Source: an optimization exercise on an open RTL-to-GDS flow (aim: small area, a short achievable clock period and few clock cycles). Production flows keep margins and buffers that such runs may drop. In this exercise RTL edits were held to simulation tests only and were not proved equivalent to the original. No activity file was given, so power comes from the tool's default toggle rates.

==> inputs of run X <==
// circuit
module circuit(input clk, nrst, in_valid, out_ack, start, input logic [7:0] in_data,
               output logic in_ack, out_valid, ready, output logic [7:0] out_data);
make LEC_CHECK=0 CAP_MARGIN=20 CORE_MARGIN=2 CORE_UTILIZATION=55 PLACE_DENSITY=0.7 SETUP_SLACK_MARGIN=5 SLEW_MARGIN=20 finish   # period 10.0 ns
run.sh (not shown) runs the stock make flow with config.mk's settings and CLKGATE_MAP_FILE= SYNTH_SCRIPT=/design/flow/synth_recipe.tcl, a recipe that flattens the netlist after the stock synthesis.
==> run R (differences from run X) <==
==> flow/design.v (replaced) <==
module circuit(input clk, nrst, in_valid, out_ack, start, input logic [7:0] in_data,
               output logic in_ack, out_valid, ready, output logic [7:0] out_data);
  localparam logic [3:0] C_END = 4'b0000, C_DOT = 4'b0001, C_COM = 4'b0010,
                         C_LB  = 4'b0100, C_RB  = 4'b0101,
                         C_INC = 4'b1000, C_DEC = 4'b1001,
                         C_RT  = 4'b1100, C_LT  = 4'b1101;
  localparam int NSTK = 3;     
  localparam int NLST = 3;     
  localparam int NPAIR = 10;   
  logic st_ready, st_run, st_read, st_skipf, st_skipb, st_fin;
  logic [7:0] pc, h, sp, depth;
  logic [7:0] acc;
  logic       wv;                   
  logic [3:0][3:0] win;             
  logic       lv;                   
  logic [3:0] lcode;
  logic [7:0] laddr;
  logic [7:0] lsp;
  logic [NLST-1:0][7:0] lstk;
  logic [3:0] enc;
  always_comb begin
    case (in_data)
      8'h2b: enc = C_INC;
      8'h2d: enc = C_DEC;
      8'h3e: enc = C_RT;
      8'h3c: enc = C_LT;
      8'h2e: enc = C_DOT;
      8'h2c: enc = C_COM;
      8'h5b: enc = C_LB;
      8'h5d: enc = C_RB;
      default: enc = C_END;
    endcase
  end
  logic [7:0][31:0][3:0] pm;        
  logic [7:0][3:0] po;              
  logic [7:0][4:0] pbrow;           
  always_comb
    for (int b = 0; b < 8; b++) po[b] = pm[b][pbrow[b]];
  always_ff @(posedge clk)
    for (int b = 0; b < 8; b++)
      for (int r = 0; r < 32; r++)
        if (lv && laddr == {r[4:0], b[2:0]}) pm[b][r] <= lcode;
  logic [NPAIR-1:0]      pv;
  logic [NPAIR-1:0][7:0] pkey, ptgt;
  logic       phit;
  logic [7:0] ptarget;
  always_comb begin
    phit = 1'b0;
    ptarget = 8'd0;
    for (int i = 0; i < NPAIR; i++)
      if (pv[i] && pkey[i] == pc) begin
        phit = 1'b1;
        ptarget = ptarget | ptgt[i];
      end
  end
  logic [15:0][15:0][7:0] tape;     
  logic [15:0][7:0] to;             
  logic [15:0][3:0] tbrow;          
  logic       twe;
  logic [7:0] twd;
  always_comb
    for (int b = 0; b < 16; b++) to[b] = tape[b][tbrow[b]];
  always_ff @(posedge clk)
    for (int b = 0; b < 16; b++)
      for (int r = 0; r < 16; r++)
        if (st_ready || (twe && h == {r[3:0], b[3:0]}))
          tape[b][r] <= st_ready ? 8'd0 : twd;
  logic [3:0] isA, isM, A, M, act, stp;
  logic [4:0] noh;                  
  logic [8:0] dsel, ksel;           
  logic       anyM, full;
  logic       opDOT, opCOM, opLB, opRB;
  logic [8:0][7:0] acck, hk, hkm4, hkp8;
  logic [8:0] zk;
  logic [7:0] cellp, hmove, hm4move;
  logic [3:0] trow1move;
  logic [15:0] hoh16, toh;          
  logic [7:0] tsel;
  logic       zero;
  always_comb begin
    for (int j = 0; j < 4; j++) begin
      isA[j] = win[j][3:2] == 2'b10;
      isM[j] = win[j][3:2] == 2'b11;
    end
    A[0] = isA[0];
    M[0] = isM[0];
    for (int j = 1; j < 4; j++) begin
      A[j] = A[j-1] & isA[j];
      M[j] = isM[j] & (A[j-1] | M[j-1]);
    end
    act = A | M;
    stp[0] = !act[0];
    for (int j = 1; j < 4; j++) stp[j] = act[j-1] & !act[j];
    noh = {act[3], stp};
    full = act[3];
    anyM = |M;
    opDOT = 1'b0; opCOM = 1'b0; opLB = 1'b0; opRB = 1'b0;
    for (int j = 0; j < 4; j++) begin
      opDOT = opDOT | (stp[j] && win[j] == C_DOT);
      opCOM = opCOM | (stp[j] && win[j] == C_COM);
      opLB  = opLB  | (stp[j] && win[j] == C_LB);
      opRB  = opRB  | (stp[j] && win[j] == C_RB);
    end
    dsel = 9'b000010000;
    ksel = 9'b000010000;
    for (int j = 0; j < 4; j++) begin
      if (A[j]) dsel = win[j][0] ? (dsel >> 1) : (dsel << 1);
      if (M[j]) ksel = win[j][0] ? (ksel >> 1) : (ksel << 1);
    end
    for (int k = 0; k < 9; k++) begin
      acck[k] = acc + 8'(k - 4);
      hk[k] = h + 8'(k - 4);
      hkm4[k] = h + 8'(k - 8);
      hkp8[k] = h + 8'(k + 8);
      zk[k] = acc == 8'(4 - k);
    end
    cellp = 8'd0;
    hmove = 8'd0;
    hm4move = 8'd0;
    trow1move = 4'd0;
    zero = 1'b0;
    for (int k = 0; k < 9; k++) begin
      cellp = cellp | ({8{dsel[k]}} & acck[k]);
      hmove = hmove | ({8{ksel[k]}} & hk[k]);
      hm4move = hm4move | ({8{ksel[k]}} & hkm4[k]);
      trow1move = trow1move | ({4{ksel[k]}} & hkp8[k][7:4]);
      zero = zero | (dsel[k] & zk[k]);
    end
    for (int b = 0; b < 16; b++) hoh16[b] = h[3:0] == b[3:0];
    toh = 16'd0;
    for (int k = 0; k < 9; k++)
      for (int b = 0; b < 16; b++)
        if (ksel[k]) toh[b] = toh[b] | hoh16[(b - k + 4) & 15];
    tsel = 8'd0;
    for (int b = 0; b < 16; b++) tsel = tsel | ({8{toh[b]}} & to[b]);
  end
  logic stk_ok;
  logic [NSTK-1:0][7:0] stka;
  logic [NSTK-1:0][3:0][3:0] stkw;
  assign stk_ok = sp != 8'd0 && sp <= NSTK;
  logic [5:0][7:0] pck;
  logic [5:0][4:0] pck1;            
  logic [4:0] nsel;                 
  logic [7:0] pcoh8, soh;           
  logic [4:0][3:0] w5;              
  logic [7:0] pcA, pcB;             
  logic [4:0] prA, prB;
  logic [7:0] pcX;                  
  logic [4:0] prX;
  logic [7:0][4:0] pbA, pbB, pbX, pbrow_n;
  logic [15:0][3:0] tbrow_n;
  logic [7:0] pc_n, h_n, acc_n, depth_n;
  logic [3:0][3:0] win_n;
  logic       wv_n;
  logic       ex, plain, use1, useS, useT, skipf, skipb, endrun, takeB;
  logic       push, pop, dot;
  logic       fin_n, run_n, read_n, skipf_n, skipb_n, ready_n;
  always_comb begin
    for (int j = 0; j < 6; j++) begin
      pck[j] = pc + 8'(j);
      pck1[j] = pck[j][7:3] + 5'd1;
    end
    pcX = st_skipb ? pc - 8'd1 : opRB ? stka[0] : ptarget;
    prX = pcX[7:3] + 5'd1;
    ex    = st_run && wv;
    plain = full | anyM;
    use1  = opCOM || (!plain && ((opDOT && !out_valid) || (opRB && zero) || (opLB && !zero)));
    useS  = !plain && opRB && !zero && stk_ok;
    useT  = !plain && opLB && zero && stp[0] && phit;
    skipb = !plain && opRB && !zero && !stk_ok;
    skipf = !plain && opLB && zero && stp[0] && !phit;
    endrun = !plain && !opDOT && !opCOM && !opLB && !opRB;
    push  = ex && !plain && opLB && !zero;
    pop   = ex && !plain && opRB && zero;
    dot   = ex && !plain && opDOT && !out_valid;
    takeB = (ex && use1) || (st_skipf && wv);
    nsel = ex ? noh : 5'b00001;
    for (int m = 0; m < 8; m++) pcoh8[m] = pc[2:0] == m[2:0];
    soh = 8'd0;
    for (int a = 0; a < 5; a++)
      for (int m = 0; m < 8; m++)
        if (nsel[a]) soh[m] = soh[m] | pcoh8[(m - a) & 7];
    for (int j = 0; j < 5; j++) begin
      w5[j] = 4'd0;
      for (int m = 0; m < 8; m++)
        w5[j] = w5[j] | ({4{soh[m]}} & po[(m + j) & 7]);
    end
    pcA = 8'd0; pcB = 8'd0; prA = 5'd0; prB = 5'd0;
    for (int a = 0; a < 5; a++) begin
      pcA = pcA | ({8{nsel[a]}} & pck[a]);
      pcB = pcB | ({8{nsel[a]}} & pck[a+1]);
      prA = prA | ({5{nsel[a]}} & pck1[a]);
      prB = prB | ({5{nsel[a]}} & pck1[a+1]);
    end
    for (int b = 0; b < 8; b++) begin
      pbA[b] = pcA[7:3];
      pbB[b] = pcB[7:3];
      pbX[b] = pcX[7:3];
      for (int m = b + 1; m < 8; m++) begin
        if (pcA[2:0] == m[2:0]) pbA[b] = prA;
        if (pcB[2:0] == m[2:0]) pbB[b] = prB;
        if (pcX[2:0] == m[2:0]) pbX[b] = prX;
      end
    end
    if (takeB) begin
      pc_n = pcB;
      pbrow_n = pbB;
      win_n = w5[4:1];
    end else begin
      pc_n = pcA;
      pbrow_n = pbA;
      win_n = w5[3:0];
    end
    tbrow_n = tbrow;
    wv_n = 1'b1;
    h_n = h;
    acc_n = acc;
    depth_n = depth;
    run_n = st_run;
    read_n = st_read;
    skipf_n = st_skipf;
    skipb_n = st_skipb;
    fin_n = st_fin;
    twe = ex;
    twd = cellp;
    if (st_ready) begin
      pc_n = 8'd0;
      pbrow_n = '0;
      h_n = 8'd0;
      for (int b = 0; b < 16; b++) tbrow_n[b] = (b >= 12) ? 4'd15 : 4'd0;
      acc_n = 8'd0;
      wv_n = 1'b0;
      run_n = start;
    end
    if (ex) begin
      h_n = hmove;
      for (int b = 0; b < 16; b++) begin
        tbrow_n[b] = hm4move[7:4];
        for (int m = b + 1; m < 16; m++)
          if (hm4move[3:0] == m[3:0]) tbrow_n[b] = trow1move;
      end
      acc_n = ksel[4] ? cellp : tsel;
      depth_n = 8'd0;
      if (useS) begin
        pc_n = pcX;
        pbrow_n = pbX;
        win_n = stkw[0];
      end else if (useT) begin
        pc_n = pcX;
        pbrow_n = pbX;
        wv_n = 1'b0;
      end
      if (opCOM) begin run_n = 1'b0; read_n = 1'b1; end
      else if (plain) ;
      else if (skipb) begin run_n = 1'b0; skipb_n = 1'b1; wv_n = 1'b0; end
      else if (skipf) begin run_n = 1'b0; skipf_n = 1'b1; end
      else if (endrun) begin run_n = 1'b0; fin_n = 1'b1; end
    end
    if (st_read && in_valid) begin
      acc_n = in_data;
      read_n = 1'b0;
      run_n = 1'b1;
    end
    if (st_skipf && wv) begin
      if (win[0] == C_LB) depth_n = depth + 8'd1;
      else if (win[0] == C_RB) begin
        depth_n = depth - 8'd1;
        if (depth == 8'd1) begin skipf_n = 1'b0; run_n = 1'b1; end
      end
    end
    if (st_skipb && wv) begin
      wv_n = 1'b0;
      pc_n = pcX;
      pbrow_n = pbX;
      if (win[0] == C_RB) depth_n = depth + 8'd1;
      else if (win[0] == C_LB) begin
        depth_n = depth - 8'd1;
        if (depth == 8'd1) begin
          pc_n = pcB;
          pbrow_n = pbB;
          skipb_n = 1'b0;
          run_n = 1'b1;
        end
      end
    end
    ready_n = st_ready && !start;
    if (fin_n && (!out_valid || out_ack)) begin
      fin_n = 1'b0;
      ready_n = 1'b1;
    end
  end
  always_ff @(posedge clk or negedge nrst)
    if (!nrst) begin
      st_ready <= 1'b1;
      st_run <= 1'b0;
      st_read <= 1'b0;
      st_skipf <= 1'b0;
      st_skipb <= 1'b0;
      st_fin <= 1'b0;
      ready <= 1'b1;
      in_ack <= 1'b1;
      out_valid <= 1'b0;
      wv <= 1'b0;
      pc <= 8'd0;
      h <= 8'd0;
      acc <= 8'd0;
      sp <= 8'd0;
      depth <= 8'd0;
      lv <= 1'b0;
      laddr <= 8'd0;
      lsp <= 8'd0;
      pv <= '0;
    end else begin
      st_ready <= ready_n;
      st_run <= run_n;
      st_read <= read_n;
      st_skipf <= skipf_n;
      st_skipb <= skipb_n;
      st_fin <= fin_n;
      ready <= ready_n;
      in_ack <= ready_n || read_n;
      out_valid <= (out_valid && !out_ack) || dot;
      wv <= wv_n;
      pc <= pc_n;
      h <= h_n;
      acc <= acc_n;
      depth <= depth_n;
      if (st_ready) sp <= 8'd0;
      else if (push) sp <= sp + 8'd1;
      else if (pop) sp <= sp - 8'd1;
      lv <= st_ready && in_valid;
      if (!st_ready) begin
        laddr <= 8'd0;
        lsp <= 8'd0;
      end else if (lv) begin
        laddr <= laddr + 8'd1;
        if (lcode == C_LB) lsp <= lsp + 8'd1;
        else if (lcode == C_RB) lsp <= lsp - 8'd1;
      end
      if (lv && laddr == 8'd0) pv <= '0;
      else if (lv && lcode == C_RB && lsp != 8'd0 && lsp <= NLST)
        pv <= {pv[NPAIR-2:0], 1'b1};
    end
  always_ff @(posedge clk) begin
    win <= win_n;
    pbrow <= pbrow_n;
    tbrow <= tbrow_n;
    lcode <= enc;
    if (dot) out_data <= cellp;
    if (push && sp < NSTK) begin
      stka[0] <= pcB;
      stkw[0] <= w5[4:1];
      for (int i = 1; i < NSTK; i++) begin
        stka[i] <= stka[i-1];
        stkw[i] <= stkw[i-1];
      end
    end else if (pop && sp <= NSTK)
      for (int i = 0; i < NSTK - 1; i++) begin
        stka[i] <= stka[i+1];
        stkw[i] <= stkw[i+1];
      end
    if (lv && lcode == C_LB && lsp < NLST) begin
      lstk[0] <= laddr;
      for (int i = 1; i < NLST; i++) lstk[i] <= lstk[i-1];
    end else if (lv && lcode == C_RB && lsp != 8'd0 && lsp <= NLST)
      for (int i = 0; i < NLST - 1; i++) lstk[i] <= lstk[i+1];
    if (lv && lcode == C_RB && lsp != 8'd0 && lsp <= NLST) begin
      pkey[0] <= lstk[0];
      ptgt[0] <= laddr + 8'd1;
      for (int i = 1; i < NPAIR; i++) begin
        pkey[i] <= pkey[i-1];
        ptgt[i] <= ptgt[i-1];
      end
    end
  end
endmodule
==> flow/flow/run.sh (new file) <==
#!/bin/bash
# The standard layout (the standard.sh, unchanged synthesis and steps), with timing
# repair asked to leave 6.5 ns of setup slack at the design's clock period.
set -euo pipefail
bash standard.sh SETUP_SLACK_MARGIN=6.5 finish > standard_make.log 2>&1
==> flow/standard.sh (new file) <==
#!/bin/bash
# synth_recipe.tcl (not shown) runs the flow's synth.tcl, then flattens the netlist and writes it again
# the make line also repeats each setting of config.mk as NAME=value (left out here)
make -C /OpenROAD-flow-scripts/flow DESIGN_CONFIG=/design/flow/config.mk WORK_HOME=/design/flow/orfs CLKGATE_MAP_FILE= SYNTH_SCRIPT=/design/flow/synth_recipe.tcl "${@:-finish}"
==> flow/config.mk (replaced) <==
export PLATFORM = sky130hd
export DESIGN_NAME = circuit
export DESIGN_NICKNAME = circuit
export VERILOG_FILES = /design/flow/design.v
export SDC_FILE = /design/flow/constraint.sdc
export NUM_CORES = 4
export LEC_CHECK = 0
export CAP_MARGIN = 20
export CORE_MARGIN = 2
export CORE_UTILIZATION = 60
export CTS_CLUSTER_DIAMETER = 70
export CTS_CLUSTER_SIZE = 24
export PLACE_DENSITY = 0.72
export SLEW_MARGIN = 20
removed: flow/run.sh
==> notes <==
Via count: run X is lower than run R (about 3%). Between run R and run X, the lower sequential cell count is in run X (gap 89). In run R the total power is smaller than in run X, by 10%. Against run X, the wire length of run R is larger by about 10%. In sequential share of layout area, run X and run R hardly differ. Between run X and run R, the lower die area is in run R (gap 6.7%, measured against run R). Of run X and run R, run X has the higher count of clock-buffer cells in the layout (gap 216). Of run R and run X, run R has the higher maximum frequency (gap about 30%, measured against run X). Against run X, the first-iteration DRC count of run R is larger by 35%. Of run X and run R, run R has the higher design area (gap about 2.2%, measured against run R).
Testbench counts of run X, summed over its fixed seeds: cycles 234,471.
Testbench counts of run R, summed over its fixed seeds: cycles 234,471.

-- static timing again, ports no longer ideal --
The results above use ideal ports. As a check the final layouts listed here were re-extracted and re-timed, cells and wires unchanged. Step 1 sets driving cells, clkbuf_16 on the clock port and buf_2 on the other inputs (assumed; they add their load-dependent delay and slew). Step 2 also shifts input and output timing later by t, the mid clock arrival at the registers, as if the neighbouring blocks saw the same clock. Three values: ideal, step 1, step 2; two values: the first two.
| run | t, ns | slack for setup (ns) | worst hold slack (ns) | worst setup path after step 2 | worst slew at a driven data input, ns |
|---|---|---|---|---|---|
| run X | 1.006 | 4.969 / 4.969 / 4.329 | 0.448 / 0.448 / 0.448 | input to register | 0.05 |
| run R | 0.966 | 6.101 / 6.101 / 5.536 | 0.445 / 0.445 / 0.445 | input to register | 0.08 |
After both steps setup and hold are still met in every run listed. For run X, which loses most, drivers alone change the setup slack by 0.000 ns; drivers and shift together by -0.640 ns.
